This is an optimization exercise on Yosys and OpenROAD, whose aim is a short achievable clock period and few clock cycles per item, not a production implementation.
Function was checked by simulation only, so behaviour that the tests miss may differ from the original.

==> flow/design.v <==
`timescale 1ns/1ps
module fp_arithmetic_sequence_generator (
    input wire clk,
    input wire rst_n,
    input wire activate,
    input wire [31:0] a1,
    input wire [31:0] d,
    input wire [31:0] n,
    input wire [31:0] saddr,
    output reg done,
    output reg [31:0] mem_addr,
    output reg [31:0] mem_wdata,
    output reg mem_write,
    input wire mem_ready
);
    reg        busy;      
    reg        pend;      
    reg        tv;        
    reg        pv;        
    reg        nrm;       
    reg [31:0] rem;       
    reg        sd;        
    reg [7:0]  ed;
    reg [23:0] md;
    reg [23:0] X, Y;      
    reg [47:0] W;         
    reg [7:0]  R;         
    reg [7:0]  dR;        
    reg        isB;       
    reg        isA;       
    reg        sX, sY;    
    reg        esub;      
    reg [23:0] rN;        
    reg [7:0]  eN;
    reg        sN;
    reg [31:0] H;         
    reg [31:0] A;         
    reg        wrn;       
    wire       wr = !wrn;
    wire        st = H[31];
    wire [7:0]  et = H[30:23];
    wire [23:0] mt = {1'b1, H[22:0]};
    wire [24:0] sum = {1'b0, X} + {1'b0, Y};
    wire [24:0] dxy = {1'b0, X} - {1'b0, Y};
    wire [23:0] dyx = Y - X;
    wire        bor = dxy[24];                        
    wire [23:0] rb  = bor ? dyx : dxy[23:0];          
    wire s24 = sum[24];
    wire d23 = dxy[23];
    wire d22 = dxy[22];
    wire kw  = esub & (isB | (!d23 & !d22));
    wire sgn = sX;
    wire dR0  = (dR == 8'd0);
    wire dR1  = (dR == 8'd1);
    wire wrap = esub ? (!d23 & (R == 8'h00)) : (s24 & (R == 8'hff));
    wire [7:0]  Rp1 = R + 8'd1;
    wire [7:0]  Rm1 = ~(~R + 8'd1);
    wire [7:0]  dRp = dR + 8'd1;
    wire [7:0]  dRm = ~(~dR + 8'd1);
    wire [47:0] W_p = isA ? {1'b0, W[47:1]} : {1'b0, md, 23'd0};
    wire [47:0] W_0 = isA ? W : {md, 24'd0};
    wire [47:0] W_m = isA ? {W[46:0], 1'b0} : {md, 24'd0};
    wire [22:0] fn  = esub ? (d23 ? dxy[22:0] : {dxy[21:0], 1'b0})
                           : (s24 ? sum[23:1] : sum[22:0]);
    wire [7:0]  en  = esub ? (d23 ? R : Rm1) : (s24 ? Rp1 : R);
    wire        nC  = esub & !d23 & dR0;              
    wire [23:0] Xn  = esub ? (d23 ? {1'b1, dxy[22:0]} : (dR0 ? md : {1'b1, dxy[21:0], 1'b0}))
                           : (s24 ? {1'b1, sum[23:1]} : {1'b1, sum[22:0]});
    wire [23:0] Yn  = esub ? (d23 ? W_0[47:24] : (dR0 ? {2'b01, dxy[21:0]} : W_m[47:24]))
                           : (s24 ? W_p[47:24] : W_0[47:24]);
    wire [47:0] Wn  = esub ? (d23 ? W_0 : W_m) : (s24 ? W_p : W_0);
    wire [7:0]  Rn  = esub ? (d23 ? R : (dR0 ? R : Rm1)) : (s24 ? Rp1 : R);
    wire [7:0]  dRn = esub ? (d23 ? dR : (dR0 ? 8'd0 : dRm)) : (s24 ? dRp : dR);
    wire        nA  = esub ? (d23 ? !dR0 : (!dR0 & !dR1)) : (s24 | !dR0);
    wire        nB  = esub ? (d23 ? dR0 : dR1) : (!s24 & dR0);
    wire        c    = esub ? d23 : s24;
    wire [22:0] fn1  = esub ? dxy[22:0] : sum[23:1];
    wire [22:0] fn0  = esub ? {dxy[21:0], 1'b0} : sum[22:0];
    wire [7:0]  en1  = esub ? R : Rp1;
    wire [7:0]  en0  = esub ? Rm1 : R;
    wire [23:0] Xn1  = {1'b1, fn1};
    wire [23:0] Xn0  = (esub & dR0) ? md : {1'b1, fn0};
    wire [23:0] Yn1  = esub ? W_0[47:24] : W_p[47:24];
    wire [23:0] Yn0  = esub ? (dR0 ? {2'b01, dxy[21:0]} : W_m[47:24]) : W_0[47:24];
    wire [47:0] Wn1  = esub ? W_0 : W_p;
    wire [47:0] Wn0  = esub ? W_m : W_0;
    wire [7:0]  Rn1  = esub ? R : Rp1;
    wire [7:0]  Rn0  = esub ? (dR0 ? R : Rm1) : R;
    wire [7:0]  dRn1 = esub ? dR : dRp;
    wire [7:0]  dRn0 = esub ? (dR0 ? 8'd0 : dRm) : dR;
    wire        nA1  = esub ? !dR0 : 1'b1;
    wire        nA0  = esub ? (!dR0 & !dR1) : !dR0;
    wire        nB1  = esub & dR0;
    wire        nB0  = esub ? dR1 : dR0;
    wire        nC0  = esub & dR0;
    wire [8:0]  pdiff = {1'b0, et} - {1'b0, ed};
    wire [8:0]  pndiff = {1'b0, ed} - {1'b0, et};
    wire        pC = pdiff[8];
    wire        pB = (pdiff == 9'd0);
    wire [7:0]  pnd = pndiff[7:0];                    
    wire [47:0] pW = ({md, 24'd0} >> pdiff[4:0]) & {48{pdiff[7:5] == 3'b000}};
    wire [23:0] pYC = (mt >> pnd[4:0]) & {24{pnd[7:5] == 3'b000}};
    reg [4:0] lz;
    integer i;
    always @* begin
        lz = 5'd0;
        for (i = 0; i < 24; i = i + 1)
            if (rN[i]) lz = 5'd23 - i[4:0];
    end
    wire [23:0] nsh = rN << lz;
    wire        nzero = (rN == 24'd0);
    wire [8:0]  eNlz  = {1'b0, eN} - {4'd0, lz};      
    wire outst    = wr | pend;
    wire pend_n   = outst & !mem_ready;
    wire rem_last = wr ? (rem == 32'd1) : (rem == 32'd0);
    wire tfree    = !tv | wr;
    wire fast     = !nrm & pv & tfree;
    wire fast_ok  = fast & !kw;
    wire tv_n     = nrm | fast_ok | (tv & !wr);
    wire wr_n     = busy ? (tv_n & !pend_n & !rem_last) : (activate & (n != 32'd0));
    always @(posedge clk or negedge rst_n) begin
        if (!rst_n) begin
            busy      <= 1'b0;
            pend      <= 1'b0;
            mem_write <= 1'b0;
            wrn       <= 1'b1;
            done      <= 1'b0;
            tv        <= 1'b0;
            pv        <= 1'b0;
            nrm       <= 1'b0;
        end else if (!busy) begin
            pend      <= 1'b0;
            mem_write <= wr_n;
            wrn       <= !wr_n;
            busy      <= activate & (n != 32'd0);
            done      <= activate & (n == 32'd0);
            tv        <= 1'b1;
            pv        <= 1'b0;
            nrm       <= 1'b0;
        end else begin
            pend      <= pend_n;
            mem_write <= wr_n;
            wrn       <= !wr_n;
            done      <= !pend_n & rem_last;
            busy      <= !(!pend_n & rem_last);
            tv        <= tv_n;
            nrm       <= fast & kw;
            pv        <= fast ? (!kw & !wrap) : !nrm;
        end
    end
    wire        A_en = !busy | wr;
    wire [31:0] A_n  = !busy ? saddr : A + 32'd4;
    wire        T_en = !busy | nrm | fast;
    wire [31:0] T_nrm = nzero ? {sN, 31'd0} : {sN, eNlz[7:0], nsh[22:0]};
    wire [31:0] T_n1 = !busy ? a1 : nrm ? T_nrm : {sgn, en1, fn1};
    wire [31:0] T_n0 = !busy ? a1 : nrm ? T_nrm : {sgn, en0, fn0};
    wire [31:0] T_n  = c ? T_n1 : T_n0;
    always @(posedge clk) begin
        if (A_en) A <= A_n;
        if (T_en) H <= T_n;
    end
    always @(posedge clk or negedge rst_n) begin
        if (!rst_n) begin
            mem_addr  <= 32'd0;
            mem_wdata <= 32'd0;
        end else begin
            if (A_en) mem_addr  <= A_n;
            if (T_en) mem_wdata <= T_n;
        end
    end
    always @(posedge clk) begin
        if (!busy)
            rem <= n;
        else if (wr)
            rem <= rem - 32'd1;
    end
    always @(posedge clk) begin
        sd <= d[31];
        ed <= d[30:23];
        md <= {1'b1, d[22:0]};
    end
    wire [23:0] pX  = pC ? md : mt;
    wire [23:0] pY  = pC ? pYC : pW[47:24];
    wire [7:0]  pR  = pC ? ed : et;
    wire [7:0]  pdR = pC ? 8'd0 : pdiff[7:0];
    wire        pA  = !pB & !pC;
    wire        psX = pC ? sd : st;
    wire        psY = pC ? st : sd;
    always @(posedge clk) begin
        rN <= isB ? rb : dxy[23:0];
        eN <= R;
        sN <= (isB & bor) ? sY : sX;
        X    <= c ? (fast ? Xn1 : pX) : (fast ? Xn0 : pX);
        Y    <= c ? (fast ? Yn1 : pY) : (fast ? Yn0 : pY);
        W    <= c ? (fast ? Wn1 : pW) : (fast ? Wn0 : pW);
        R    <= c ? (fast ? Rn1 : pR) : (fast ? Rn0 : pR);
        dR   <= c ? (fast ? dRn1 : pdR) : (fast ? dRn0 : pdR);
        isB  <= c ? (fast ? nB1 : pB) : (fast ? nB0 : pB);
        isA  <= c ? (fast ? nA1 : pA) : (fast ? nA0 : pA);
        sX   <= c ? (fast ? sgn : psX) : (fast ? (nC0 ? sd : sgn) : psX);
        sY   <= c ? (fast ? sd : psY) : (fast ? (nC0 ? sgn : sd) : psY);
        esub <= fast ? sgn ^ sd : st ^ sd;
    end
endmodule
==> flow/flow/run.sh <==
#!/bin/bash
# Standard ORFS layout, with timing repair aimed well below the clock period.
set -euo pipefail
bash standard.sh finish SETUP_SLACK_MARGIN=9 > standard_flow.log 2>&1
==> flow/standard.sh <==
#!/bin/bash
# synth_recipe.tcl (not shown) runs the flow's synth.tcl, then flattens the netlist and writes it again
# the make line also repeats each setting of config.mk as NAME=value (left out here)
make -C /OpenROAD-flow-scripts/flow DESIGN_CONFIG=/design/flow/config.mk WORK_HOME=/design/flow/orfs CLKGATE_MAP_FILE= SYNTH_SCRIPT=/design/flow/synth_recipe.tcl "${@:-finish}"
==> flow/config.mk <==
export PLATFORM = sky130hd
export DESIGN_NAME = fp_arithmetic_sequence_generator
export DESIGN_NICKNAME = fp_arithmetic_sequence_generator
export VERILOG_FILES = /design/flow/design.v
export SDC_FILE = /design/flow/constraint.sdc
export NUM_CORES = 4
export LEC_CHECK = 0
export ABC_CLOCK_PERIOD_IN_PS = 2000
export CAP_MARGIN = 20
export CORE_MARGIN = 2
export CORE_UTILIZATION = 40
export SETUP_SLACK_MARGIN = 5
export SLEW_MARGIN = 20
==> flow/constraint.sdc <==
create_clock -name core_clock -period 12.0 [get_ports {clk}]
set_input_delay 2.4000 -clock core_clock [delete_from_list [all_inputs] [get_ports {clk}]]
set_output_delay 2.4000 -clock core_clock [all_outputs]
set_load 0.01 [all_outputs]
==> metrics.cfg, run 1 <==
[detailed_routing]
wl_per_cell_um = 26.9
drt_iter0_drc = 3065
drt-pass1-iter-count = 6
ant_nets = 0
drc = 0
vias = 28147
viasPerCell = 6.29
finalWirelength_um = 120000

[clock_network]
cts_hold_buf = 0
clockBufferDepth = 3
cts_htree_levels = 2
cts.clk_slew.worst_paths_ns = 0.06
numCtsBuffers = 42
clk_latency_ns = 0.61
numClockSinks = 349
ctsRootBufferMaster = clkbuf_16
cts_tree = yes

[logic_synthesis]
yosysMostFrequentCell = nand2_1
synth_largest_area_cell = edfxtp_1
synth_area_um2 = 26100
synthCells = 3145
synth_top_flop_cell = dfxtp_1
ys_seq_elements = 349
synthMuxAreaShare_pct = 12.2
synth_cell_type_count = 104
synth_compound_area_share_pct = 22.5
synth_area_leaders = edfxtp_1 13%, dfxtp_1 13%, mux2i_1 8.1%, dfrtp_1 6.8%, a21oi_1 4.8%
synthTopCellsByCount = 326 x nand2_1, 323 x nor2_1, 248 x a21oi_1
synth.avg_cell_area_um2 = 8.30
synth_top_area_share_pct = 13.0
synthArstFlopShare_pct = 20.6
synth_fp_nets = 3381
synth_xor_area_share_pct = 4.96
synth-simple-area-share_pct = 17.6
synth_fa_ha_area_share_pct = 5.16
yosys_warnings = 1
yosysSeqAreaShare_pct = 32.5
synth-edff-count = 113
synth_top_family_by_area = compound AO/OA/AOI/OAI gates

[global_route]
grt_overflow = 0
grt_pass1_wl_um = 172000
grt_pass1_vias = 26837
grt.total_usage_pct = 33.7
antenna_found_initial = 3
grt_max_degree = 77

[setup_path]
cp_slowest_cell = dfrtp_1
cp_data_required_time_ns = 9.60
crit_chain = buf_2
r2r-start = X[0]
cp-startpoint = mem_wdata[1]
max_stage_delay_ns = 0.45
path_class = reg2out
arrival_ns = 1.24
cp_max_fo = 2
timing.critical_path.buf_inv = 1
critPathCaptureType = primary output
worstSetupStartpointType = flop
cp_top_family = flip-flops

[timing]
slew_viol_final = 0
fin_hold_ws_ns = 0.481
max_slew_margin_pct = 21.9
fin_tns_setup_ns = 0
finalCriticalPeriod_ns = 3.64
min_period_over_period_pct = 30.4
hold_viol = 0
rsz0062_at_grt = true
fin_skew_ns = 0.0325
setup_viol = 0
fmax_ghz = 0.274
worst_pin_slew_ns = 1.16

[floorplanning]
core.rowCount = 93
ioPinCount = 198
die_w_um = 260
dieArea_um2 = 67300
fp.dieH_um = 260
initial_core_util_pct = 40.5
core_area_um2 = 64500

[outcome]
outcome = finished clean

[layout]
layout-drive-gt1-share_pct = 35.1
fillers = 5391
num-nets-final = 3820
syn_to_final_growth_pct = 47.1

[place]
gp_congestion = 0.977
dp_hpwl_um = 80200
io_buffers = 197

[run]
max-cap-violations = 0

[hold_path]
worstHoldStart = sY
min_path_type = reg2reg

-- area by class of cell --
class / count / area [um^2] / area share [%]
repair inverters: 3 / 22.5 / 0.0586
clock inverters: 26 / 324 / 0.844
well taps: 855 / 1070 / 2.79
multi-input cells: 2463 / 20400 / 53.1
flip-flops and latches: 349 / 8560 / 22.3
repair buffers: 597 / 6340 / 16.5
inverters: 128 / 542 / 1.41
diodes: 1 / 2.50 / 0.00652
clock buffers: 52 / 1140 / 2.96
-- metrics by stage --
stage	utilization [%]	worst slack [ns]	area, um^2	cells
after global routing	59.6	8.35	38400	4473
final	59.6	8.36	38400	4474
after global placement	44.8	7.33	28900	4035
after CTS	55.9	8.35	36000	4386
after floorplan	-	8.77	26400	3145
after detailed placement	44.8	7.31	28900	4035
-- worst register-to-register path: stages, from the launching register on --
cell and delay, ns:
dfxtp_4 0.36, ha_4 0.17, inv_2 0.05, fa_2 0.23, nor2_4 0.05, o311ai_4 0.31
a211oi_4 0.12, buf_12 0.16, buf_4 0.12, o21ai_0 0.34, a211oi_1 0.14, a211oi_1 0.34
buf_4 0.21, nor2_1 0.12, o21a_4 0.25, o22a_1 0.21, mux2_4 0.27
-- cells in the final DEF, fill, tap and decap left out, types with 27 or more instances in the layout --
cell             instances
a21oi_1                191
a21oi_2                 42
buf_12                  40
buf_2                   38
buf_4                  213
buf_6                  143
clkbuf_16               46
clkdlybuf4s50_1         98
dfrtp_1                 67
dfxtp_1                129
edfxtp_1               113
ha_1                    60
ha_4                    28
inv_1                  104
mux2_2                  50
mux2i_1                155
mux2i_4                 34
nand2_1                296
nand3_1                 49
nor2_1                 280
nor2_4                  29
nor3_1                  51
o211ai_1                50
o21ai_0                115
o21ai_1                 71
o21ai_2                 46
xnor2_1                 64
xnor2_2                 27
xor2_1                  45
-- routing by layer --
layer	part of all wire [%]	wire, um	track usage [%]
met5	0.025	30	0
met4	6.8	8120	19.7
met3	9.2	11100	7.20
met2	45	53700	52.3
met1	39	47200	43.4
-- worst paths after layout --
check	slack, ns	depth (start not counted)	end
setup / recovery	8.36	1	mem_wdata[1]
hold / removal	0.48	1	sN
setup reg to reg	8.43	16	mem_wdata[9]
hold reg to reg	0.48	1	sN
max in group asynchronous	9.30	1	busy
min in group asynchronous	1.95	1	mem_addr[15]
-- flip-flops by register name, indices dropped and copies added (netlist names), 8 cells and up --
register and flops:
dR 8, R 8, eN 8, ed 8, A 32, W 48
rN 24, Y 24, mem_wdata 32, rem 32, X 23, H 32
md 23, mem_addr 32
-- what timing repair did --
item | 4_1_cts | 5_1_grt
cloned | 24 | 4
pin swaps | 226 | 161
setup endpoints to repair | 413 | 318
resized for setup | 1185 | 351
setup buffers | 249 | 82
-- kinds of logic (layout without fill, tap and decap cells) --
group,Yosys count,count (layout)
flip-flops,349,349
buffers and inverters,334,806
other,0,1
multiplexers,294,294
AO/OA/AOI/OAI,911,911
adder cells (fa/ha/maj),104,104
AND/OR/NAND/NOR,1005,1006
XOR/XNOR,148,148
Testbench counts, summed over its fixed seeds: cycles 11,560, items 10,866.
==> inputs of run 2 (changes only) <==
--- a/flow/design.v
+++ b/flow/design.v
@@ -165,7 +165,7 @@
             mem_wdata <= 32'd0;
         end else begin
             if (A_en) mem_addr  <= A_n;
-            if (T_en) mem_wdata <= T_n;
+            mem_wdata <= T_en ? T_n : H;    
         end
     end
     always @(posedge clk) begin
==> metrics.cfg, run 2 <==
[setup_path]
cp_slowest_cell = dfrtp_2
cp-startpoint = mem_wdata[2]
crit_cells = 1
reg2reg_depth = 17
r2r-start = Y[0]
crit_chain = buf_6
cp_data_required_time_ns = 9.60
worstSetupStartpointType = flop
worst_r2r_endpoint = mem_wdata[7]
timing.critical_path.buf_inv = 1
crit_path_end = mem_wdata[2]
critPathCaptureType = primary output
max_stage_delay_ns = 0.45
cp_max_fo = 1
regToRegSetupSlack_ns = 8.44
cp_top_family = flip-flops
path_class = reg2out
arrival_ns = 1.19

[layout]
num-nets-final = 3733
post-route-util_pct = 58.3
regMostFlops = W
layout-drive-gt1-share_pct = 32.6
final_cell_area_um2 = 36800
syn_to_final_growth_pct = 44.3
final_cell_mix = 328 x nand2_1, 270 x nor2_1, 200 x a21oi_1
largest_register_ffs = 48
mostFrequentLayoutCell = nand2_1

[timing]
max_slew_margin_pct = 17.1
rsz0062_at_grt = true
slew_viol_final = 0
fin_tns_setup_ns = 0
min_period_over_period_pct = 29.9
hold_viol = 0
worst_pin_slew_ns = 1.24
setup_viol = 0
fmax_ghz = 0.279
fin_skew_ns = 0.0269
finalCriticalPeriod_ns = 3.59

[clock_network]
cts.clk_slew.worst_paths_ns = 0.06
clockBufferDepth = 3
ctsRootBufferMaster = clkbuf_16
numClockSinks = 349
numCtsBuffers = 43
cts_tree = yes
cts_htree_levels = 2
clk_latency_ns = 0.60

[detailed_routing]
drt-pass1-iter-count = 6
wl_per_cell_um = 26.5
vias = 27529
drt_iter0_drc = 3578
ant_nets = 0
finalWirelength_um = 116000
viasPerCell = 6.28
drc = 0

[floorplanning]
core.rowCount = 92
die_w_um = 256
ioPinCount = 198
core_area_um2 = 63100
dieArea_um2 = 65800
fp.dieH_um = 256
initial_core_util_pct = 40.4

[global_route]
grt_max_degree = 91
antenna_found_initial = 3
grt_pass1_wl_um = 168000
grt_overflow = 0
grt.total_usage_pct = 33.4
grt_pass1_vias = 26213

[logic_synthesis]
synthCells = 3116
yosysMostFrequentCell = nand2_1
ys_seq_elements = 349
yosysSeqAreaShare_pct = 32.0
yosys_warnings = 1
synth_largest_area_cell = dfxtp_1
synth_fp_nets = 3352
synth.avg_cell_area_um2 = 8.18
synth_cell_type_count = 95
synth_area_um2 = 25500
synth_top_flop_cell = dfxtp_1
synth_area_leaders = dfxtp_1 15%, edfxtp_1 9.5%, mux2i_1 7.4%, dfrtp_1 7.0%, nand2_1 5.3%
synth-edff-count = 81
synthTopCellsByCount = 359 x nand2_1, 322 x nor2_1, 268 x a21oi_1
synthArstFlopShare_pct = 20.6
synth_top_area_share_pct = 15.4

[run]
max-cap-violations = 0

[outcome]
outcome = finished clean

[place]
post_dp_cell_area_um2 = 28100
io_buffers = 197
gp_congestion = 1.01
dp_hpwl_um = 75400

[hold_path]
min_path_type = reg2reg

-- run 2: area by class of cell --
type / instances / area (um^2)
fill: 5508 / 26300
multi-input combinational: 2437 / 19800
sequential: 349 / 8230
timing repair buffer: 536 / 5700
clock buffer: 58 / 1210
tap: 846 / 1060
inverter: 130 / 519
clock inverter: 22 / 284
antenna: 7 / 17.5
-- run 2: timing repair --
action | in CTS | in global routing
pin swaps | 207 | 144
endpoints found under the setup margin | 291 | 297
gates cloned | 25 | 4
hold buffers | 0 | 0
gates resized for setup | 1081 | 303
setup buffers | 215 | 68
-- run 2: kinds of logic after synthesis --
group / count (synthesis) / share of synthesized area (%)
muxes: 267 / 11.8
adders and majority gates: 104 / 5.28
AOI/OAI and AO/OA: 888 / 22.3
DFF: 349 / 32.0
xor gates and xnor gates: 148 / 5.09
buffers and inverters: 339 / 5.56
and+or+nand+nor: 1021 / 18.0
-- run 2: how the worst min path moves through the flow --
stage,slack [ns],start,cells after the start,end
global placement,0.41,sY,2,sN
floorplan,0.35,R[2],0,eN[2]
CTS,0.42,sY,2,sN
global route,0.46,sY,2,sN
finish,0.44,sY,2,sN
detailed placement,0.41,sY,2,sN
-- run 2: metrics by stage --
step                hold slack (ns)  setup WS [ns]  std cells
global route                  0.458           8.38       4378
finish                        0.440           8.41       4385
floorplan                     0.346           8.77       3116
detailed placement            0.407           6.91       3986
CTS                           0.419           8.40       4306
global placement              0.407           6.96       3986
-- run 2: routing by layer --
| metal | wire length [um] | share of wire [%] | GRT usage [%] |
|---|---|---|---|
| met3 | 12700 | 11 | 9.12 |
| met5 | 49 | 0.042 | 0 |
| met2 | 51200 | 44 | 51.8 |
| met1 | 44800 | 39 | 42.3 |
| met4 | 7520 | 6.5 | 17.7 |
Testbench counts of run 2, summed over its fixed seeds: cycles 11,560, items 10,866.
==> inputs of run 3 (changes only) <==
--- a/flow/design.v
+++ b/flow/design.v
@@ -164,7 +164,7 @@
             mem_addr  <= 32'd0;
             mem_wdata <= 32'd0;
         end else begin
-            if (A_en) mem_addr  <= A_n;
+            mem_addr  <= A_en ? A_n : A;
             mem_wdata <= T_en ? T_n : H;    
         end
     end
==> metrics.cfg, run 3 <==
[timing]
min_period_over_period_pct = 30.1
fin_ws_ns = 8.38
finalCriticalPeriod_ns = 3.62
fin_tns_setup_ns = 0
worst_pin_slew_ns = 1.08
slew_viol_final = 0
setup_viol = 0
rsz0062_at_grt = true
hold_viol = 0
fin_skew_ns = 0.0301
fin_hold_ws_ns = 0.449
fmax_ghz = 0.277
max_slew_margin_pct = 26.8

[clock_network]
ctsRootBufferMaster = clkbuf_16
cts_htree_levels = 2
numClockSinks = 349
cts.clk_slew.worst_paths_ns = 0.07
clockBufferDepth = 3
cts_tree = yes
clk_latency_ns = 0.60
numCtsBuffers = 42

[layout]
post-route-util_pct = 59.7
mostFrequentLayoutCell = nand2_1
syn_to_final_growth_pct = 47.6
layout-drive-gt1-share_pct = 33.6
num-nets-final = 3660
finalNonFillerCells = 4245
final_cell_mix = 290 x nand2_1, 277 x nor2_1, 197 x buf_4
largest_register_ffs = 48
final_cell_area_um2 = 36100
regMostFlops = W

[place]
gp_congestion = 0.967
pre_cts_ws_ns = 7.32
place_inst = 3840
dp_hpwl_um = 74100
io_buffers = 197
post_dp_cell_area_um2 = 27200

[floorplanning]
core.rowCount = 90
die_w_um = 251
initial_core_util_pct = 40.5
ioPinCount = 198
dieArea_um2 = 63200
core_area_um2 = 60500
fp.dieH_um = 251

[setup_path]
cp_slowest_cell = xnor2_1
cp_top_family = compound AO/OA/AOI/OAI gates
worstSetupStartpointType = flop
crit_chain = inv_1, ha_4, or4_4, o211ai_1, buf_4, a21oi_4, buf_6, buf_6, buf_6, xnor2_1, nand2_1, o21ai_4, o211ai_1, a21oi_2
cp_max_fo = 4
path_class = reg2reg
cp_data_required_time_ns = 12.52
arrival_ns = 4.14
max_stage_delay_ns = 0.57
path_common_cell = buf_6
timing.critical_path.buf_inv = 5
critPathCaptureType = flop

[global_route]
grt.total_usage_pct = 33.6
grt_pass1_vias = 24969
grt_overflow = 0
grt_max_degree = 73
grt_pass1_wl_um = 161000
antenna_found_initial = 8

[detailed_routing]
drt_iter0_drc = 3420
finalWirelength_um = 114000
ant_nets = 0
viasPerCell = 6.37
drc = 0
drt-pass1-iter-count = 9
vias = 27020
wl_per_cell_um = 26.9

[logic_synthesis]
synth_top_flop_cell = dfxtp_1
synthArstFlopShare_pct = 20.6
synthCells = 3020
yosys_warnings = 1
synth_top_area_share_pct = 18.7
yosysMostFrequentCell = nor2_1
yosysSeqAreaShare_pct = 32.0
synth_area_um2 = 24500
ys_seq_elements = 349
synth_largest_area_cell = dfxtp_1
synth.avg_cell_area_um2 = 8.10
synth-edff-count = 49
synth_area_leaders = dfxtp_1 19%, mux2i_1 8.3%, dfrtp_1 7.3%, edfxtp_1 6.0%, a21oi_1 5.2%
synth_cell_type_count = 92
synthTopCellsByCount = 323 x nor2_1, 316 x nand2_1, 255 x a21oi_1
synth_fp_nets = 3256

[run]
max-cap-violations = 0

[hold_path]
min_path_type = reg2reg

[outcome]
outcome = finished clean

[run 3: changes by cell type after synthesis, moves of 13 or more]
cell      change
dfxtp_1      +32
mux2_2       -24
edfxtp_1     -32
a21oi_1      -13
mux2i_1      +14
buf_2        -14
nand2_1      -43
[run 3: path summary, 6_finish.rpt]
kind	from	end	slack (ns)	cells past startpoint
worst min-delay path	sY	sN	0.45	2
worst max register to register	Y[7]	mem_wdata[16]	8.38	14
worst max-delay path	Y[7]	mem_wdata[16]	8.38	14
max in group asynchronous	rst_n	busy	9.20	2
worst min register to register	sY	sN	0.45	2
min in group asynchronous	rst_n	mem_addr[21]	1.69	1
[run 3: layout make-up]
| type | count | area (um^2) |
|---|---|---|
| Multi-Input combinational cell | 2366 | 19600 |
| Sequential cell | 349 | 7950 |
| Inverter | 122 | 497 |
| Timing Repair Buffer | 542 | 5580 |
| Fill cell | 5040 | 24400 |
| Antenna cell | 5 | 12.5 |
| Clock buffer | 48 | 1130 |
| Timing Repair inverter | 1 | 7.51 |
| Clock inverter | 30 | 393 |
| Tap cell | 782 | 978 |
[run 3: metal layers]
metal | vias to the layer above | track usage (%) | wire [um]
met2 | 1759 | 51.0 | 49200
met4 | 4 | 15.8 | 6700
met5 | - | 0.463 | 33
met3 | 512 | 8.46 | 12700
met1 | 13017 | 44.6 | 45500
li1 | 11728 | - | -
[run 3: worst min-delay path: cells and delay by family, from the launching register on]
family | cells | cell delay [ns]
and+or+nand+nor | 2 | 0.10
DFF | 1 | 0.31
[run 3: cell families (layout without fill, tap and decap cells)]
group                      after synthesis  after routing  share of synthesized area, %
AOI/OAI and AO/OA                      856            856                          22.4
xor gates and xnor gates               155            155                          5.55
adders and majority gates              104            104                          5.50
buffers and inverters                  313            743                          5.21
DFF                                    349            349                          32.0
muxes                                  244            244                          10.6
other                                    0              5                             0
and+or+nand+nor                        999           1007                          18.7
[run 3: timing repair]
| item | in CTS | in global routing |
|---|---|---|
| gates resized for setup | 1064 | 330 |
| hold buffers | 0 | 0 |
| endpoints found under the hold margin | 0 | 0 |
| gates cloned | 25 | 1 |
| setup buffers | 203 | 92 |
| endpoints found under the setup margin | 291 | 293 |
| pin swaps | 211 | 171 |
Testbench counts of run 3, summed over its fixed seeds: cycles 11,560, items 10,866.
==> inputs of run 4 (changes only) <==
--- a/flow/design.v
+++ b/flow/design.v
@@ -164,7 +164,7 @@
             mem_addr  <= 32'd0;
             mem_wdata <= 32'd0;
         end else begin
-            mem_addr  <= A_en ? A_n : A;
+            if (A_en) mem_addr  <= A_n;
             mem_wdata <= T_en ? T_n : H;    
         end
     end
--- a/flow/config.mk
+++ b/flow/config.mk
@@ -9,5 +9,6 @@
 export CAP_MARGIN = 20
 export CORE_MARGIN = 2
 export CORE_UTILIZATION = 40
+export PLACE_DENSITY = 0.55
 export SETUP_SLACK_MARGIN = 5
 export SLEW_MARGIN = 20
==> metrics.cfg, run 4 <==
[outcome]
outcome = finished clean

[timing]
fin_skew_ns = 0.0194
fin_tns_setup_ns = 0
setup_viol = 0
worst_pin_slew_ns = 1.33
rsz0062_at_grt = true
hold_viol = 0
finalCriticalPeriod_ns = 3.59
slew_viol_final = 0
min_period_over_period_pct = 29.9
max_slew_margin_pct = 10.4
fmax_ghz = 0.278

[clock_network]
cts_hold_buf = 0
numCtsBuffers = 44
clk_latency_ns = 0.61
cts_htree_levels = 2
numClockSinks = 349
ctsRootBufferMaster = clkbuf_16
clockBufferDepth = 3
cts_tree = yes
cts.clk_slew.worst_paths_ns = 0.06

[detailed_routing]
drc = 0
finalWirelength_um = 118000
ant_nets = 0
vias = 27496
drt-pass1-iter-count = 7
drt_iter0_drc = 3357
viasPerCell = 6.24
wl_per_cell_um = 26.8

[setup_path]
crit_path_end = mem_wdata[2]
worst_r2r_endpoint = mem_wdata[7]
crit_cells = 1
cp-startpoint = mem_wdata[2]
timing.critical_path.buf_inv = 1
r2r-start = X[0]
arrival_ns = 1.19
cp_slowest_cell = dfrtp_1
cp_data_required_time_ns = 9.60
worstSetupStartpointType = flop
cp_max_fo = 1
crit_chain = buf_2
path_class = reg2out
cp_top_family = flip-flops
max_stage_delay_ns = 0.42
regToRegSetupSlack_ns = 8.42
critPathCaptureType = primary output
reg2reg_depth = 17

[global_route]
grt_max_degree = 91
antenna_found_initial = 3
grt_overflow = 0
grt_pass1_wl_um = 170000
grt.total_usage_pct = 33.9
grt_pass1_vias = 26485

[place]
gp_congestion = 0.998
dp_hpwl_um = 77100
place_inst = 3984
io_buffers = 197

[layout]
multi_input_area_um2 = 19800
mostFrequentLayoutCell = nand2_1
fillers = 5523
finalNonFillerCells = 4406
regMostFlops = W
largest_register_ffs = 48
syn_to_final_growth_pct = 46.1
layout-drive-gt1-share_pct = 34.3
num-nets-final = 3759
final_cell_mix = 325 x nand2_1, 266 x nor2_1, 216 x buf_4
seq_area_um2 = 8260

[logic_synthesis]
yosys_warnings = 1
synth_top_area_share_pct = 15.4
yosysMostFrequentCell = nand2_1
ys_seq_elements = 349
synth_top_flop_cell = dfxtp_1
synthCells = 3116
synth_fp_nets = 3352
yosysSeqAreaShare_pct = 32.0
synthArstFlopShare_pct = 20.6
synthTopCellsByCount = 359 x nand2_1, 322 x nor2_1, 268 x a21oi_1
synth.avg_cell_area_um2 = 8.18
synth_area_leaders = dfxtp_1 15%, edfxtp_1 9.5%, mux2i_1 7.4%, dfrtp_1 7.0%, nand2_1 5.3%
synth-edff-count = 81
synth_cell_type_count = 95
synth_area_um2 = 25500
synth_largest_area_cell = dfxtp_1

[run]
max-cap-violations = 0

[floorplanning]
initial_core_util_pct = 40.4
fp.dieH_um = 256
core_area_um2 = 63100
core.rowCount = 92
dieArea_um2 = 65800
ioPinCount = 198
die_w_um = 256

[hold_path]
min_path_type = reg2reg

run 4: changes by cell type in the layout (fill, tap and decap cells not counted), sizes merged, moves of 13 or more:
cell	delta
dfxtp	-32
nand2	+42
buf	+27
a21oi	+13
mux2	+25
clkbuf	+18
mux2i	-14
edfxtp	+32
run 4: logic make-up (layout without fill, tap and decap cells):
kind of cell / Yosys count / count (layout) / share of synthesized area (%)
buf+inv: 339 / 777 / 5.56
fa+ha+maj: 104 / 104 / 5.28
mux: 267 / 267 / 11.8
compound gates: 888 / 888 / 22.3
xor+xnor: 148 / 148 / 5.09
simple gates: 1021 / 1026 / 18.0
flops: 349 / 349 / 32.0
other cells: 0 / 1 / 0
run 4: layout make-up:
type,instances,area share [%]
well taps,846,2.84
repair inverters,1,0.0134
inverters,130,1.42
clock buffers,63,3.65
clock inverters,19,0.655
diodes,1,0.00672
multi-input cells,2433,53.2
flip-flops and latches,349,22.2
repair buffers,564,16.0
run 4: layer usage:
layer,wire length (um),global-route usage (%),vias to the layer above
met5,13,0,-
met4,7520,17.1,2
met3,12000,8.61,479
met2,52100,53.4,1635
met1,46200,43.1,13287
li1,-,-,12093
run 4: worst min path at each step:
stage          start  endpoint  slack, ns  cells past startpoint
2_1_floorplan   R[2]     eN[2]       0.35                      0
3_3_place_gp      sY        sN       0.42                      2
3_5_place_dp      sY        sN       0.44                      2
4_1_cts           sY        sN       0.44                      2
5_1_grt           sY        sN       0.48                      2
6_report          sY        sN       0.46                      2
run 4: through the flow:
step / hold WS, ns / setup slack, ns / util, % / instance area, um^2
2_1_floorplan: 0.346 / 8.77 / - / 25700
3_3_place_gp: 0.416 / 7.03 / 44.6 / 28100
3_5_place_dp: 0.435 / 6.89 / 44.6 / 28100
4_1_cts: 0.443 / 8.38 / 56.1 / 35400
5_1_grt: 0.479 / 8.40 / 59.0 / 37200
6_report: 0.458 / 8.41 / 59.1 / 37300
run 4: timing repair:
| item | CTS | global route |
|---|---|---|
| pin swaps | 216 | 151 |
| buffers inserted | 228 | 79 |
| gates resized for setup | 1124 | 278 |
| gates cloned | 28 | 3 |
| setup endpoints to repair | 381 | 294 |
Testbench counts of run 4, summed over its fixed seeds: cycles 11,560, items 10,866.
==> inputs of run 5 (changes only) <==
--- a/flow/config.mk
+++ b/flow/config.mk
@@ -8,7 +8,6 @@
 export ABC_CLOCK_PERIOD_IN_PS = 2000
 export CAP_MARGIN = 20
 export CORE_MARGIN = 2
-export CORE_UTILIZATION = 40
-export PLACE_DENSITY = 0.55
+export CORE_UTILIZATION = 42
 export SETUP_SLACK_MARGIN = 5
 export SLEW_MARGIN = 20
==> metrics.cfg, run 5 <==
[outcome]
outcome = finished clean

[floorplanning]
initial_core_util_pct = 42.4
dieArea_um2 = 62700
ioPinCount = 198
die_w_um = 250
core.rowCount = 90
core_area_um2 = 60100
fp.dieH_um = 250

[logic_synthesis]
synth_largest_area_cell = dfxtp_1
synth_top_area_share_pct = 15.4
synth_cell_type_count = 95
yosys_warnings = 1
synth-edff-count = 81
synthArstFlopShare_pct = 20.6
synth_top_flop_cell = dfxtp_1
synthTopCellsByCount = 359 x nand2_1, 322 x nor2_1, 268 x a21oi_1
synth_area_um2 = 25500
synthCells = 3116
ys_seq_elements = 349
synth_area_leaders = dfxtp_1 15%, edfxtp_1 9.5%, mux2i_1 7.4%, dfrtp_1 7.0%, nand2_1 5.3%
synth_fp_nets = 3352
yosysMostFrequentCell = nand2_1
synth.avg_cell_area_um2 = 8.18
yosysSeqAreaShare_pct = 32.0

[timing]
fin_skew_ns = 0.0231
worst_pin_slew_ns = 1.21
rsz0062_at_grt = true
max_slew_margin_pct = 19.3
finalCriticalPeriod_ns = 3.63
fin_tns_setup_ns = 0
fin_hold_ws_ns = 0.443
setup_viol = 0
min_period_over_period_pct = 30.3
hold_viol = 0
slew_viol_final = 0
fmax_ghz = 0.275

[layout]
regMostFlops = W
final_cell_mix = 326 x nand2_1, 263 x nor2_1, 196 x a21oi_1
mostFrequentLayoutCell = nand2_1
layout-drive-gt1-share_pct = 33.1
fillers = 5027
finalNonFillerCells = 4300
syn_to_final_growth_pct = 43.6
num-nets-final = 3714
post-route-util_pct = 60.8
largest_register_ffs = 48

[clock_network]
ctsRootBufferMaster = clkbuf_16
cts_htree_levels = 2
cts_hold_buf = 0
numCtsBuffers = 43
cts_tree = yes
clk_latency_ns = 0.61
cts.clk_slew.worst_paths_ns = 0.07
numClockSinks = 349
clockBufferDepth = 3

[global_route]
grt_overflow = 0
grt_busiest_layer = met2
grtUsageMet3_pct = 10.9
grtUsageMet1_pct = 44.9
antenna_found_initial = 10
grt_pass1_wl_um = 167000
grt_max_degree = 93
grt.total_usage_pct = 35.2
grtUsageMet2_pct = 53.2
grt_pass1_vias = 26214

[setup_path]
cp_data_required_time_ns = 12.45
worst_r2r_endpoint = mem_wdata[24]
cp_max_fo = 6
regToRegSetupSlack_ns = 8.37
cp_slowest_cell = fa_2
r2r-start = Y[0]
arrival_ns = 4.08
timing.critical_path.buf_inv = 4
max_stage_delay_ns = 0.41
critPathCaptureType = flop
path_class = reg2reg
reg2reg_depth = 16
worstSetupStartpointType = flop
crit_cells = 16
cp_top_family = compound AO/OA/AOI/OAI gates
crit_chain = ha_4, inv_2, fa_2, nor2_4, o221ai_4, a211o_1, o21ai_4, buf_12, a21oi_4, o21a_4, buf_6, buf_12, o21ai_0, o31ai_1, o31ai_1, a22oi_1

[place]
io_buffers = 197
gp_congestion = 1.03
dp_hpwl_um = 74300
place_inst = 3921

[detailed_routing]
drc = 0
wl_per_cell_um = 27.1
drt-pass1-iter-count = 8
vias = 27709
drt_iter0_drc = 3641
finalWirelength_um = 117000
viasPerCell = 6.44
ant_nets = 0

[hold_path]
worstHoldEndpoint = sN
min_path_type = reg2reg
worstHoldStart = sY
whs_path_depth = 2

[run]
max-cap-violations = 0

==> run 5: through the flow <==
stage               setup slack, ns  instance area (um^2)
finish                         8.37                 36600
global route                   8.33                 36600
CTS                            8.38                 34500
detailed placement             7.24                 28100
global placement               7.34                 28000
floorplan                      8.77                 25700
==> run 5: per-layer routing <==
layer / part of all wire (%) / wire length, um
met1: 39 / 45000
met2: 43 / 49800
met3: 12 / 13900
met4: 6.6 / 7740
met5: 0.20 / 229
==> run 5: final cells by class <==
class	count	area (um^2)	share of cell area, %
Clock buffer	49	1150	3.14
Antenna cell	6	15.0	0.0410
Tap cell	782	978	2.67
Clock inverter	30	343	0.937
Multi-Input combinational cell	2441	20000	54.7
Timing Repair Buffer	512	5330	14.6
Sequential cell	349	8250	22.5
Timing Repair inverter	1	5.00	0.0137
Inverter	130	520	1.42
==> run 5: cells by family after synthesis <==
group / after synthesis / share of synthesized area [%]
multiplexers: 267 / 11.8
flip-flops: 349 / 32.0
AO/OA/AOI/OAI: 888 / 22.3
XOR/XNOR: 148 / 5.09
AND/OR/NAND/NOR: 1021 / 18.0
adder cells (fa/ha/maj): 104 / 5.28
buffers and inverters: 339 / 5.56
==> run 5: how the worst max path moves through the flow <==
stage / start / to / slack (ns)
floorplan: n[26] / mem_write / 8.77
global placement: X[10] / Y[10] / 7.34
detailed placement: X[10] / Y[10] / 7.24
CTS: mem_wdata[10] / mem_wdata[10] / 8.38
global route: Y[0] / mem_wdata[24] / 8.33
finish: Y[0] / mem_wdata[24] / 8.37
==> run 5: worst register-to-register path, delay by kind of cell, from the launching register on <==
kind,cells,cell delay [ns]
compound gates,9,1.93
fa+ha+maj,2,0.56
buf+inv,4,0.45
flops,1,0.38
simple gates,1,0.15
==> run 5: repair_timing <==
item / 4_1_cts / 5_1_grt
buffers inserted: 199 / 64
cloned: 29 / 2
resized for setup: 1074 / 332
hold endpoints to repair: 0 / 0
pin swaps: 209 / 157
setup endpoints to repair: 310 / 300
==> inputs of run 6 (changes only) <==
--- a/flow/design.v
+++ b/flow/design.v
@@ -165,7 +165,7 @@
             mem_wdata <= 32'd0;
         end else begin
             if (A_en) mem_addr  <= A_n;
-            mem_wdata <= T_en ? T_n : H;    
+            if (T_en) mem_wdata <= T_n;
         end
     end
     always @(posedge clk) begin
--- a/flow/config.mk
+++ b/flow/config.mk
@@ -8,6 +8,8 @@
 export ABC_CLOCK_PERIOD_IN_PS = 2000
 export CAP_MARGIN = 20
 export CORE_MARGIN = 2
-export CORE_UTILIZATION = 42
+export CORE_UTILIZATION = 40
+export CTS_CLUSTER_DIAMETER = 100
+export CTS_CLUSTER_SIZE = 20
 export SETUP_SLACK_MARGIN = 5
 export SLEW_MARGIN = 20
==> metrics.cfg, run 6 <==
[timing]
fin_skew_ns = 0.0140
slew_viol_final = 1
rsz0062_at_grt = true
fin_tns_setup_ns = 0
worst_pin_slew_ns = 1.49
min_period_over_period_pct = 30.5
fmax_ghz = 0.273
setup_viol = 0
finalCriticalPeriod_ns = 3.66
hold_viol = 0
max_slew_margin_pct = -0.442

[logic_synthesis]
yosysMostFrequentCell = nand2_1
synth_cell_type_count = 104
synth_largest_area_cell = edfxtp_1
synth_area_um2 = 26100
ys_seq_elements = 349
yosys_warnings = 1
synth_top_area_share_pct = 13.0
synth_fp_nets = 3381
synthArstFlopShare_pct = 20.6
synth_top_flop_cell = dfxtp_1
synthTopCellsByCount = 326 x nand2_1, 323 x nor2_1, 248 x a21oi_1
synth.avg_cell_area_um2 = 8.30
synth_area_leaders = edfxtp_1 13%, dfxtp_1 13%, mux2i_1 8.1%, dfrtp_1 6.8%, a21oi_1 4.8%
yosysSeqAreaShare_pct = 32.5
synthCells = 3145
synth-edff-count = 113

[outcome]
outcome = complete, but fails checks
violations = capacitance limit, slew limit

[clock_network]
cts_htree_levels = 1
cts_tree = yes
ctsRootBufferMaster = clkbuf_16
clockBufferDepth = 3
cts_hold_buf = 0
cts.clk_slew.worst_paths_ns = 0.09
numCtsBuffers = 23
clk_latency_ns = 0.59
numClockSinks = 349

[global_route]
antenna_found_initial = 3
grt.total_usage_pct = 33.6
grt_overflow = 0
grt_pass1_vias = 26621
grt_pass1_wl_um = 172000
grt_max_degree = 77

[place]
io_buffers = 197
gp_congestion = 0.977
dp_hpwl_um = 80200
place_inst = 4035
post_dp_cell_area_um2 = 28900

[run]
max-cap-violations = 1

[detailed_routing]
drt_iter0_drc = 2847
finalWirelength_um = 118000
wl_per_cell_um = 26.9
drt-pass1-iter-count = 6
viasPerCell = 6.28
ant_nets = 0
vias = 27580
drc = 0

[setup_path]
crit_chain = buf_6, ha_4, inv_2, fa_2, nor2_4, o311ai_4, a211oi_4, buf_12, a211oi_4, buf_12, o21a_4, o21ai_4, buf_6, buf_12, buf_16, nand2_4, a21oi_4, or3_4, nor2b_1
arrival_ns = 4.01
cp_slowest_cell = or3_4
timing.critical_path.buf_inv = 7
cp_top_family = compound AO/OA/AOI/OAI gates
cp_max_fo = 6
max_stage_delay_ns = 0.42
regToRegSetupSlack_ns = 8.34
path_class = reg2reg
worstSetupStartpointType = flop
path_common_cell = buf_12
cp_data_required_time_ns = 12.35
critPathCaptureType = flop

[layout]
layout-drive-gt1-share_pct = 31.4
post-route-util_pct = 56.8
finalNonFillerCells = 4392
mostFrequentLayoutCell = nand2_1
largest_register_ffs = 48
syn_to_final_growth_pct = 40.1
final_cell_mix = 301 x nand2_1, 287 x nor2_1, 201 x a21oi_1
num-nets-final = 3754
final_cell_area_um2 = 36600
regMostFlops = W

[floorplanning]
ioPinCount = 198
initial_core_util_pct = 40.5
core_area_um2 = 64500
core.rowCount = 93
fp.dieH_um = 260
die_w_um = 260
dieArea_um2 = 67300

[hold_path]
min_path_type = reg2reg

run 6: cell type report:
type | count | area (um^2)
timing repair inverter | 3 | 22.5
antenna | 2 | 5.00
sequential | 349 | 8550
clock buffer | 34 | 617
timing repair buffer | 549 | 5830
inverter | 128 | 537
multi-input combinational | 2464 | 19900
fill | 5631 | 27900
tap | 855 | 1070
clock inverter | 8 | 81.3
run 6: stage by stage:
| stage | worst slack (ns) | hold WS (ns) |
|---|---|---|
| 2_1_floorplan | 8.77 | 0.343 |
| 3_3_place_gp | 7.33 | 0.445 |
| 3_5_place_dp | 7.31 | 0.459 |
| 4_1_cts | 8.37 | 0.479 |
| 5_1_grt | 8.29 | 0.498 |
| 6_report | 8.34 | 0.481 |
run 6: worst paths after layout:
check	startpoint	end	cells past startpoint
hold / removal	mem_addr[20]	mem_addr[20]	2
hold reg to reg	mem_addr[20]	mem_addr[20]	2
setup reg to reg	X[0]	H[13]	19
setup / recovery	X[0]	H[13]	19
max in group asynchronous	rst_n	busy	1
min in group asynchronous	rst_n	mem_addr[21]	1
run 6: logic make-up after synthesis:
family / share of synthesized area [%]
compound gates: 22.5
xor+xnor: 4.96
fa+ha+maj: 5.16
buf+inv: 5.20
flops: 32.5
mux: 12.2
simple gates: 17.6
run 6: per-layer routing:
metal / vias to the layer above / wire length [um] / global-route usage (%)
met5: - / 30 / 0
met4: 4 / 7670 / 19.1
met3: 397 / 10800 / 6.65
met2: 1507 / 53100 / 52.5
met1: 13487 / 46500 / 43.5
li1: 12185 / - / -
run 6: timing repair:
action                                   CTS  global route
pin swaps                                226           105
hold endpoints to repair                   0             0
buffers inserted                         231            52
cloned                                    29             1
resized for setup                       1182           207
endpoints found under the setup margin   413           309
run 6: tightest hold or removal path, cell delays in order, from the launching register on:
cell and delay (ns):
dfrtp_1 0.35, nand2_1 0.06, nand2_1 0.05
Testbench counts of run 6, summed over its fixed seeds: cycles 11,560, items 10,866.
==> inputs of run 7 (changes only) <==
--- a/flow/design.v
+++ b/flow/design.v
@@ -165,7 +165,7 @@
             mem_wdata <= 32'd0;
         end else begin
             if (A_en) mem_addr  <= A_n;
-            if (T_en) mem_wdata <= T_n;
+            mem_wdata <= T_en ? T_n : H;    
         end
     end
     always @(posedge clk) begin
==> flow/flow/run.sh (replaced) <==
#!/bin/bash
# Standard ORFS layout, with timing repair aimed well below the clock period.
set -euo pipefail
bash standard.sh finish SETUP_SLACK_MARGIN=10 > standard_flow.log 2>&1
--- a/flow/config.mk
+++ b/flow/config.mk
@@ -9,7 +9,5 @@
 export CAP_MARGIN = 20
 export CORE_MARGIN = 2
 export CORE_UTILIZATION = 40
-export CTS_CLUSTER_DIAMETER = 100
-export CTS_CLUSTER_SIZE = 20
 export SETUP_SLACK_MARGIN = 5
 export SLEW_MARGIN = 20
==> metrics.cfg, run 7 <==
[outcome]
outcome = finished clean

[logic_synthesis]
synthTopCellsByCount = 359 x nand2_1, 322 x nor2_1, 268 x a21oi_1
synthArstFlopShare_pct = 20.6
synth_largest_area_cell = dfxtp_1
synth.avg_cell_area_um2 = 8.18
synth_area_um2 = 25500
synthCells = 3116
yosysSeqAreaShare_pct = 32.0
synth_cell_type_count = 95
synth-edff-count = 81
ys_seq_elements = 349
synth_area_leaders = dfxtp_1 15%, edfxtp_1 9.5%, mux2i_1 7.4%, dfrtp_1 7.0%, nand2_1 5.3%
synth_fp_nets = 3352
synth_top_flop_cell = dfxtp_1
yosysMostFrequentCell = nand2_1
yosys_warnings = 1
synth_top_area_share_pct = 15.4

[timing]
fin_skew_ns = 0.0334
max_slew_margin_pct = 30.9
finalCriticalPeriod_ns = 3.64
fmax_ghz = 0.275
setup_viol = 0
slew_viol_final = 0
hold_viol = 0
rsz0062_at_grt = true
min_period_over_period_pct = 30.3
worst_pin_slew_ns = 1.04
fin_tns_setup_ns = 0

[setup_path]
max_stage_delay_ns = 0.47
path_class = reg2out
arrival_ns = 1.24
timing.critical_path.buf_inv = 1
cp_top_family = flip-flops
cp_max_fo = 1
critPathCaptureType = primary output
cp_data_required_time_ns = 9.60
crit_chain = buf_6
cp_slowest_cell = dfrtp_2
worstSetupStartpointType = flop

[place]
gp_congestion = 1.01
dp_hpwl_um = 76600
io_buffers = 197

[global_route]
grt_pass1_wl_um = 172000
grt_pass1_vias = 26769
grt.total_usage_pct = 34.1
grt_overflow = 0
antenna_found_initial = 2
grt_max_degree = 67

[floorplanning]
initial_core_util_pct = 40.4
core.rowCount = 92
core_area_um2 = 63100
fp.dieH_um = 256
die_w_um = 256
ioPinCount = 198
dieArea_um2 = 65800

[detailed_routing]
drt_iter0_drc = 2981
wl_met3_um = 10500
drt-pass1-iter-count = 6
finalWirelength_um = 118000
wl_met2_um = 53300
ant_nets = 0
vias = 27688
viasPerCell = 6.23
dr.max_layer_used = met5
met1Wirelength_um = 45800
wl_per_cell_um = 26.5
drc = 0

[clock_network]
cts_tree = yes
cts_hold_buf = 0
cts.clk_slew.worst_paths_ns = 0.06
numCtsBuffers = 43
ctsRootBufferMaster = clkbuf_16
clockBufferDepth = 3
cts_htree_levels = 2
numClockSinks = 349
clk_latency_ns = 0.62

[layout]
multi_input_area_um2 = 21000
diodes = 0
post-route-util_pct = 61.6
largest_register_ffs = 48
syn_to_final_growth_pct = 52.4
num-nets-final = 3798
layout-drive-gt1-share_pct = 42.0
regMostFlops = W
mostFrequentLayoutCell = nand2_1
fillers = 5191
seq_area_um2 = 8250
final_cell_mix = 313 x nand2_1, 220 x buf_4, 199 x nor2_1

[hold_path]
min_path_type = reg2reg

[run]
max-cap-violations = 0

==> run 7: cell families after synthesis <==
kind of cell    share of synthesized area (%)
buf+inv                                  5.56
fa+ha+maj                                5.28
xor+xnor                                 5.09
simple gates                             18.0
mux                                      11.8
flops                                    32.0
compound gates                           22.3
==> run 7: per-layer routing <==
layer / global-route usage (%) / vias up
met4: 20.1 / 2
met2: 54.4 / 1596
met5: 0 / -
li1: - / 12182
met1: 42.9 / 13430
met3: 6.40 / 478
==> run 7: final cells by class <==
| class | instances | area share [%] |
|---|---|---|
| multi-input combinational | 2438 | 54.0 |
| sequential | 349 | 21.2 |
| timing repair buffer | 600 | 16.7 |
| clock buffer | 63 | 3.31 |
| tap | 846 | 2.73 |
| inverter | 130 | 1.35 |
| clock inverter | 17 | 0.596 |
==> run 7: repair_timing <==
| item | CTS | global route |
|---|---|---|
| setup buffers | 256 | 83 |
| pin swaps | 240 | 197 |
| resized for setup | 1400 | 270 |
| cloned | 32 | 1 |
| endpoints found under the setup margin | 558 | 413 |
==> run 7: final timing paths <==
kind	slack, ns	startpoint	end	cells after the start
setup reg to reg	8.47	X[0]	mem_wdata[27]	17
setup / recovery	8.36	mem_wdata[2]	mem_wdata[2]	1
max in group asynchronous	10.03	rst_n	mem_addr[29]	2
hold reg to reg	0.44	sY	sN	2
min in group asynchronous	1.62	rst_n	mem_wdata[29]	1
hold / removal	0.44	sY	sN	2
==> run 7: stage by stage <==
stage	hold slack [ns]	instances	instance area, um^2	setup WS, ns
2_1_floorplan	0.346	3116	27600	8.77
3_3_place_gp	0.408	3991	29800	7.57
3_5_place_dp	0.416	3991	29800	7.43
4_1_cts	0.439	4359	36800	8.35
5_1_grt	0.457	4443	38800	8.38
6_report	0.440	4443	38800	8.36
Testbench counts of run 7, summed over its fixed seeds: cycles 11,560, items 10,866.

==> static timing again, ports no longer ideal <==
Ports are ideal in the flow. The routed layouts listed here were re-timed in OpenROAD. Step 1: set_driving_cell puts a clkbuf_16 on clk and a buf_2 on each other input, an assumption about the parent block. Step 2 adds t to the input delays and takes it off the output delays; t is the mean of the earliest and latest rising clock arrival at the registers after step 1. Input paths then give back, and output paths get back, about the clock's delay inside the block. a / b / c = ideal / step 1 / step 2; a / b = the first two.
run	t, ns	slack for setup (ns)	slew at the worst register clock pin (ns)
run 1	0.661	8.356 / 8.290 / 8.136	0.07 / 0.07
run 2	0.653	8.414 / 8.351 / 8.251	0.07 / 0.07
run 3	0.653	8.384 / 8.329 / 8.280	0.07 / 0.07
run 4	0.665	8.406 / 8.346 / 8.288	0.07 / 0.07
run 5	0.665	8.370 / 8.330 / 8.292	0.07 / 0.07
run 6	0.649	8.338 / 8.317 / 8.176	0.09 / 0.09
run 7	0.670	8.364 / 8.298 / 8.301	0.07 / 0.07
For run 1, which loses most, drivers alone change the setup slack by -0.066 ns; drivers and shift together by -0.220 ns.
